This is an optimization exercise on Yosys and OpenROAD, whose aim is small area, not a production implementation. Only simulation tests tie the RTL to the original design; equivalence was not proved. The flow treats the clock pin as an ideal source, which a real chip does not have. No activity file was given, so power comes from the tool's default toggle rates.

Setup of run 1:
// warmup
module warmup(
	input        clk,
	input        rst,
	input        rx,
	output [7:0] result_data,
	output       overflow
);
==> flow/config.mk <==
export PLATFORM = sky130hd
export DESIGN_NAME = warmup
export DESIGN_NICKNAME = warmup
export VERILOG_FILES = /design/flow/design.v
export SDC_FILE = /design/flow/constraint.sdc
export NUM_CORES = 4
export LEC_CHECK = 0
export CAP_MARGIN = 20
export CORE_MARGIN = 2
export CORE_UTILIZATION = 40
export SLEW_MARGIN = 20
==> flow/constraint.sdc <==
create_clock -name core_clock -period 30.0 [get_ports {clk}]
set_input_delay 6.0000 -clock core_clock [delete_from_list [all_inputs] [get_ports {clk}]]
set_output_delay 6.0000 -clock core_clock [all_outputs]
set_load 0.01 [all_outputs]
standard.sh (not shown) runs the stock make flow with config.mk's settings and CLKGATE_MAP_FILE= SYNTH_SCRIPT=/design/flow/synth_recipe.tcl, a recipe that flattens the netlist after the stock synthesis.
==> flow/flow/run.sh <==
#!/bin/bash
# Standard layout with these changes: synthesis maps the logic with several
# ABC scripts and keeps the smallest result; port buffers use the smallest
# buffer; after placement a few clock buffers, each driving one strip of
# flip-flops, make the clock tree, so CTS has
# nothing left to build. Output goes to layout.log and clock_buffer.log
# (ORFS keeps each step's log under orfs/logs).
set -euo pipefail
here=$(pwd)
rm -rf "$here/scripts"
cp -r "$FLOW_HOME/scripts" "$here/scripts"
python3 - "$here/scripts/synth.tcl" <<'PY'
import sys
p = sys.argv[1]
s = open(p).read()
old = "  log_cmd abc {*}$abc_args\n"
assert s.count(old) == 1
s = s.replace(old, "  source $::env(FLOW_FLOW_DIR)/multi_abc.tcl\n")
open(p, "w").write(s)
PY
export SCRIPTS_DIR="$here/scripts"
export FLOW_FLOW_DIR="$here/flow"
export BUFFER_PORTS_ARGS="-buffer_cell sky130_fd_sc_hd__buf_1"
export CTS_ARGS="-clk_nets clk -dont_use_dummy_load"
bash standard.sh synth floorplan place > layout.log 2>&1
export PLACE_ODB="$(ls -d "$here"/orfs/results/*/*/base)/3_place.odb"
export CLOCK_BUFFER_CELL="${CLOCK_BUFFER_CELL:-sky130_fd_sc_hd__clkbuf_8}"
export CLOCK_GROUPS="${CLOCK_GROUPS:-3}"
openroad -no_init -exit "$here/flow/clock_buffer.tcl" > clock_buffer.log 2>&1
bash standard.sh >> layout.log 2>&1
==> flow/flow/clock_buffer.tcl <==
# Split the flip-flops into CLOCK_GROUPS vertical strips of equal size and
# drive each strip's clock pins from one CLOCK_BUFFER_CELL placed at the
# strip's centroid; the clock port drives only these buffers. Then legalize.
# Reads and writes the placed design given by PLACE_ODB.
read_db $::env(PLACE_ODB)
set block [ord::get_db_block]
set clknet [$block findNet clk]
set master [[ord::get_db] findMaster $::env(CLOCK_BUFFER_CELL)]
set groups $::env(CLOCK_GROUPS)
set sinks {}
foreach it [$clknet getITerms] {
  set bb [[$it getInst] getBBox]
  lappend sinks [list [expr { ([$bb xMin] + [$bb xMax]) / 2 }] [expr { ([$bb yMin] + [$bb yMax]) / 2 }] $it]
}
set sinks [lsort -integer -index 0 $sinks]
set n [llength $sinks]
for { set g 0 } { $g < $groups } { incr g } {
  set lo [expr { $g * $n / $groups }]
  set hi [expr { ($g + 1) * $n / $groups - 1 }]
  set buf [odb::dbInst_create $block $master clkbuf_leaf_$g]
  set net [odb::dbNet_create $block clk_leaf_$g]
  $net setSigType CLOCK
  set sx 0
  set sy 0
  foreach s [lrange $sinks $lo $hi] {
    lassign $s x y it
    set sx [expr { $sx + $x }]
    set sy [expr { $sy + $y }]
    $it disconnect
    $it connect $net
  }
  set m [expr { $hi - $lo + 1 }]
  [$buf findITerm A] connect $clknet
  [$buf findITerm X] connect $net
  $buf setLocation [expr { $sx / $m }] [expr { $sy / $m }]
  $buf setPlacementStatus PLACED
  puts "clock_buffer: clkbuf_leaf_$g drives $m clock pins"
}
detailed_placement
check_placement -verbose
write_db $::env(PLACE_ODB)
Other scripts of this flow, unchanged in this note and not shown: flow/flow/abc_amap.script, flow/flow/abc_nfa2.script, flow/flow/abc_nfa3.script, flow/flow/abc_r1.script, flow/flow/abc_r4.script, flow/flow/abc_r5.script, flow/flow/abc_speed.script, flow/flow/multi_abc.tcl
Run 1 went all the way through synthesis, placement and routing and the layout is clean on timing, DRC and antenna.
The following lists how run 2 was set up differently from run 1:
--- a/flow/flow/run.sh
+++ b/flow/flow/run.sh
@@ -26,4 +26,5 @@
 export PLACE_ODB="$(ls -d "$here"/orfs/results/*/*/base)/3_place.odb"
 export CLOCK_BUFFER_CELL="${CLOCK_BUFFER_CELL:-sky130_fd_sc_hd__clkbuf_8}"
+export CLOCK_ROOT_CELL="${CLOCK_ROOT_CELL:-sky130_fd_sc_hd__clkbuf_2}"
 export CLOCK_GROUPS="${CLOCK_GROUPS:-3}"
 openroad -no_init -exit "$here/flow/clock_buffer.tcl" > clock_buffer.log 2>&1
--- a/flow/flow/clock_buffer.tcl
+++ b/flow/flow/clock_buffer.tcl
@@ -1,5 +1,7 @@
 # Split the flip-flops into CLOCK_GROUPS vertical strips of equal size and
 # drive each strip's clock pins from one CLOCK_BUFFER_CELL placed at the
-# strip's centroid; the clock port drives only these buffers. Then legalize.
+# strip's centroid. The clock port drives a single root buffer
+# (CLOCK_ROOT_CELL) at the centroid of all sinks, which drives the strip
+# buffers. Then legalize.
 # Reads and writes the placed design given by PLACE_ODB.
 read_db $::env(PLACE_ODB)
@@ -15,4 +17,17 @@
 set sinks [lsort -integer -index 0 $sinks]
 set n [llength $sinks]
+set root [odb::dbInst_create $block [[ord::get_db] findMaster $::env(CLOCK_ROOT_CELL)] clkbuf_root]
+set rootnet [odb::dbNet_create $block clk_root]
+$rootnet setSigType CLOCK
+set rx 0
+set ry 0
+foreach s $sinks {
+  set rx [expr { $rx + [lindex $s 0] }]
+  set ry [expr { $ry + [lindex $s 1] }]
+}
+[$root findITerm A] connect $clknet
+[$root findITerm X] connect $rootnet
+$root setLocation [expr { $rx / $n }] [expr { $ry / $n }]
+$root setPlacementStatus PLACED
 for { set g 0 } { $g < $groups } { incr g } {
   set lo [expr { $g * $n / $groups }]
@@ -31,5 +46,5 @@
   }
   set m [expr { $hi - $lo + 1 }]
-  [$buf findITerm A] connect $clknet
+  [$buf findITerm A] connect $rootnet
   [$buf findITerm X] connect $net
   $buf setLocation [expr { $sx / $m }] [expr { $sy / $m }]
==> results.txt <==
- There was hardly any difference in final cycle utilization of the critical path between run 2 and run 1.
- Run 2 -> run 1: number of nets with antenna violations after detailed routing delta 0, exact match
- From run 1 to run 2 the numbers moved as follows: worst hold slack -0.0035 ns, global-route usage -0.77 points, via count -15, time the final worst path needs with I/O delays and setup -0.039 ns, highest achievable clock rate +0.75 MHz.
What run 3 does differently from run 2 at the input level:
--- a/flow/flow/run.sh
+++ b/flow/flow/run.sh
@@ -20,4 +20,5 @@
 PY
 export SCRIPTS_DIR="$here/scripts"
+export ADDER_MAP_FILE=
 export FLOW_FLOW_DIR="$here/flow"
 export BUFFER_PORTS_ARGS="-buffer_cell sky130_fd_sc_hd__buf_1"
==> flow/flow/abc_q2.script (new file) <==
&get -n
&st
&synch2
&if -g -K 6
&synch2
&dch -f
&nf -a
&st
&synch2
&dch -f
&nf -a
&st
&syn2
&dch -f
&nf -a
&put
==> flow/flow/abc_q4.script (new file) <==
&get -n
&st
&synch2
&if -g -K 6
&synch2
&dch -f
&nf -a -p
&st
&syn2
&dch -f
&nf -a -p
&st
&syn2
&dch -f
&nf -a -p
&put
==> comparison <==
Run 3 vs. run 2: part of the cycle the worst path needs held; first-pass GRT wire length went up about 4%; count of endpoints failing hold in the final timing report held; layout overhead on the synthesized area held.
Re global routing usage summed across all routing layers: run 3 and run 2 aren't equal, and the lower value belongs to run 2.
Run 3: cell area is about 0.64% lower than what run 2 reported.
Between run 2 and run 3, instance count of the mapped netlist increased.
Status: number of tap instances parity (run 3, run 2)
## Diff of input files: run 4 against run 3
--- a/flow/flow/run.sh
+++ b/flow/flow/run.sh
@@ -20,5 +20,4 @@
 PY
 export SCRIPTS_DIR="$here/scripts"
-export ADDER_MAP_FILE=
 export FLOW_FLOW_DIR="$here/flow"
 export BUFFER_PORTS_ARGS="-buffer_cell sky130_fd_sc_hd__buf_1"
@@ -26,7 +25,6 @@
 bash standard.sh synth floorplan place > layout.log 2>&1
 export PLACE_ODB="$(ls -d "$here"/orfs/results/*/*/base)/3_place.odb"
-export CLOCK_BUFFER_CELL="${CLOCK_BUFFER_CELL:-sky130_fd_sc_hd__clkbuf_8}"
-export CLOCK_ROOT_CELL="${CLOCK_ROOT_CELL:-sky130_fd_sc_hd__clkbuf_2}"
-export CLOCK_GROUPS="${CLOCK_GROUPS:-3}"
+export CLOCK_BUFFER_CELL="${CLOCK_BUFFER_CELL:-sky130_fd_sc_hd__clkbuf_16}"
+export CLOCK_GROUPS="${CLOCK_GROUPS:-2}"
 openroad -no_init -exit "$here/flow/clock_buffer.tcl" > clock_buffer.log 2>&1
 bash standard.sh >> layout.log 2>&1
--- a/flow/flow/clock_buffer.tcl
+++ b/flow/flow/clock_buffer.tcl
@@ -1,7 +1,5 @@
 # Split the flip-flops into CLOCK_GROUPS vertical strips of equal size and
 # drive each strip's clock pins from one CLOCK_BUFFER_CELL placed at the
-# strip's centroid. The clock port drives a single root buffer
-# (CLOCK_ROOT_CELL) at the centroid of all sinks, which drives the strip
-# buffers. Then legalize.
+# strip's centroid; the clock port drives only these buffers. Then legalize.
 # Reads and writes the placed design given by PLACE_ODB.
 read_db $::env(PLACE_ODB)
@@ -17,17 +15,4 @@
 set sinks [lsort -integer -index 0 $sinks]
 set n [llength $sinks]
-set root [odb::dbInst_create $block [[ord::get_db] findMaster $::env(CLOCK_ROOT_CELL)] clkbuf_root]
-set rootnet [odb::dbNet_create $block clk_root]
-$rootnet setSigType CLOCK
-set rx 0
-set ry 0
-foreach s $sinks {
-  set rx [expr { $rx + [lindex $s 0] }]
-  set ry [expr { $ry + [lindex $s 1] }]
-}
-[$root findITerm A] connect $clknet
-[$root findITerm X] connect $rootnet
-$root setLocation [expr { $rx / $n }] [expr { $ry / $n }]
-$root setPlacementStatus PLACED
 for { set g 0 } { $g < $groups } { incr g } {
   set lo [expr { $g * $n / $groups }]
@@ -46,5 +31,5 @@
   }
   set m [expr { $hi - $lo + 1 }]
-  [$buf findITerm A] connect $rootnet
+  [$buf findITerm A] connect $clknet
   [$buf findITerm X] connect $net
   $buf setLocation [expr { $sx / $m }] [expr { $sy / $m }]
removed: flow/flow/abc_q2.script
removed: flow/flow/abc_q4.script
Notes after the runs:
Total power in run 4 is 5.6 uW higher than in run 3
As of run 4, total wire length after detailed routing had fallen by a few percent compared to run 3.
Post-route cell area, run 3 and run 4: lower on run 3
Summary of run 4 over run 3: total power per unit cell area now larger; post-synthesis instance area now larger; simple-gate share of the synthesized area now smaller; number of max-slew violations in the final report comparable.
Worst hold slack: run 4 vs run 3, no meaningful difference
Taking run 3 over run 4, the combinational cell power ratio works out to 1.9.
On ratio of final minimum period to clock period, run 4 tracks run 3 almost exactly.
Input changes introduced in run 5 (baseline for comparison: run 4):
--- a/flow/flow/run.sh
+++ b/flow/flow/run.sh
@@ -20,4 +20,5 @@
 PY
 export SCRIPTS_DIR="$here/scripts"
+export ADDER_MAP_FILE=
 export FLOW_FLOW_DIR="$here/flow"
 export BUFFER_PORTS_ARGS="-buffer_cell sky130_fd_sc_hd__buf_1"
@@ -25,6 +26,7 @@
 bash standard.sh synth floorplan place > layout.log 2>&1
 export PLACE_ODB="$(ls -d "$here"/orfs/results/*/*/base)/3_place.odb"
-export CLOCK_BUFFER_CELL="${CLOCK_BUFFER_CELL:-sky130_fd_sc_hd__clkbuf_16}"
-export CLOCK_GROUPS="${CLOCK_GROUPS:-2}"
+export CLOCK_BUFFER_CELL="${CLOCK_BUFFER_CELL:-sky130_fd_sc_hd__clkbuf_8}"
+export CLOCK_ROOT_CELL="${CLOCK_ROOT_CELL:-sky130_fd_sc_hd__clkbuf_2}"
+export CLOCK_GROUPS="${CLOCK_GROUPS:-3}"
 openroad -no_init -exit "$here/flow/clock_buffer.tcl" > clock_buffer.log 2>&1
 bash standard.sh >> layout.log 2>&1
==> flow/flow/abc_q2.script (new file) <==
&get -n
&st
&synch2
&if -g -K 6
&synch2
&dch -f
&nf -a
&st
&synch2
&dch -f
&nf -a
&st
&syn2
&dch -f
&nf -a
&put
==> flow/flow/abc_q4.script (new file) <==
&get -n
&st
&synch2
&if -g -K 6
&synch2
&dch -f
&nf -a -p
&st
&syn2
&dch -f
&nf -a -p
&st
&syn2
&dch -f
&nf -a -p
&put
==> flow/flow/abc_w1.script (new file) <==
&get -n
&st
&synch2
&if -g -K 6
&synch2
&dch -f
&nf -a -p -R 1000
&st
&syn2
&dch -f
&nf -a -p -R 1000
&st
&syn2
&dch -f
&nf -a -p -R 1000
&put
==> flow/flow/abc_w2.script (new file) <==
&get -n
&st
&syn2
&if -g -K 6
&synch2
&if -g -K 6
&synch2
&dch -f
&nf -a -p
&st
&syn2
&dch -f
&nf -a -p
&put
==> flow/flow/abc_w4.script (new file) <==
&get -n
&st
&synch2
&if -g -K 5
&synch2
&dch -f
&nf -a -p
&st
&syn2
&dch -f
&nf -a -p
&put
==> flow/flow/abc_w5.script (new file) <==
&get -n
&st
&synch2
&if -g -K 6
&synch2
&dch
&nf -a -p
&st
&syn2
&dch
&nf -a -p
&st
&syn2
&dch
&nf -a -p
&put
==> flow/flow/abc_w6.script (new file) <==
&get -n
&st
&synch2
&if -g -K 6
&synch2
&dch -f
&nf -a -p -F 20 -A 20
&st
&syn2
&dch -f
&nf -a -p -F 20 -A 20
&put
==> flow/flow/abc_w7.script (new file) <==
&get -n
&st
&synch2
&if -g -K 6
&synch2
&dch -f
&nf -a -p
&st
&syn2
&dch -f
&nf -a -p
&st
&syn2
&dch -f
&nf -a -p
&st
&syn2
&dch -f
&nf -a -p
&put
==> flow/flow/abc_w8.script (new file) <==
&get -n
&st
&dc2
&synch2
&if -g -K 6
&synch2
&dch -f
&nf -a -p
&st
&syn2
&dch -f
&nf -a -p
&put
--- a/flow/flow/clock_buffer.tcl
+++ b/flow/flow/clock_buffer.tcl
@@ -1,5 +1,7 @@
 # Split the flip-flops into CLOCK_GROUPS vertical strips of equal size and
 # drive each strip's clock pins from one CLOCK_BUFFER_CELL placed at the
-# strip's centroid; the clock port drives only these buffers. Then legalize.
+# strip's centroid. The clock port drives a single root buffer
+# (CLOCK_ROOT_CELL) at the centroid of all sinks, which drives the strip
+# buffers. Then legalize.
 # Reads and writes the placed design given by PLACE_ODB.
 read_db $::env(PLACE_ODB)
@@ -15,4 +17,17 @@
 set sinks [lsort -integer -index 0 $sinks]
 set n [llength $sinks]
+set root [odb::dbInst_create $block [[ord::get_db] findMaster $::env(CLOCK_ROOT_CELL)] clkbuf_root]
+set rootnet [odb::dbNet_create $block clk_root]
+$rootnet setSigType CLOCK
+set rx 0
+set ry 0
+foreach s $sinks {
+  set rx [expr { $rx + [lindex $s 0] }]
+  set ry [expr { $ry + [lindex $s 1] }]
+}
+[$root findITerm A] connect $clknet
+[$root findITerm X] connect $rootnet
+$root setLocation [expr { $rx / $n }] [expr { $ry / $n }]
+$root setPlacementStatus PLACED
 for { set g 0 } { $g < $groups } { incr g } {
   set lo [expr { $g * $n / $groups }]
@@ -31,5 +46,5 @@
   }
   set m [expr { $hi - $lo + 1 }]
-  [$buf findITerm A] connect $clknet
+  [$buf findITerm A] connect $rootnet
   [$buf findITerm X] connect $net
   $buf setLocation [expr { $sx / $m }] [expr { $sy / $m }]
Notes after the runs:
Run 4 has higher portion of total power attributed to the clock network than run 5. The run showing the smaller non-clock inverter total of the final layout is run 5. Looking at synthesized net count, run 5 sits 4 above run 4. | share of the synthesized area in compound gates (AO/OA/AOI/OAI) | run 5 vs run 4 | ≈ equal |. Run 4 has a lower combinational cell fraction of total power than run 5. Comparing placement-stage worst setup slack for run 4 and run 5, the bigger number came from run 4. Changes observed in run 5 relative to run 4: fraction of final layout cells sized beyond drive strength 1 -0.59 points; wire length +5.6%; worst path setup slack after routing +0.041 ns.

-- afterwards: timing with drivers on the ports --
Ports are ideal in the flow. The routed layouts listed here were re-timed in OpenROAD. Step 1 (the two cells are an assumption about what drives the block):
set clk [get_ports {clk}]
set_driving_cell -lib_cell sky130_fd_sc_hd__clkbuf_16 $clk
set_driving_cell -lib_cell sky130_fd_sc_hd__buf_2 [delete_from_list [all_inputs] $clk]
Step 2 adds t to the input delays and takes it off the output delays; t is the mean of the earliest and latest rising clock arrival at the registers after step 1. Input paths then give back, and output paths get back, about the clock's delay inside the block. Three values: ideal ports, drivers, drivers and shift; two values: the first two.
| run | t, ns | setup WS [ns] | cell pins on the clock port's net |
|---|---|---|---|
| run 1 | 0.425 | 22.794 / 22.766 / 22.850 | 1 |
| run 2 | 0.386 | 22.833 / 22.808 / 22.870 | 1 |
| run 3 | 0.373 | 22.853 / 22.829 / 22.850 | 1 |
| run 4 | 0.411 | 22.812 / 22.790 / 22.867 | 1 |
| run 5 | 0.373 | 22.853 / 22.829 / 22.850 | 1 |
After both steps setup and hold are still met in every run listed.
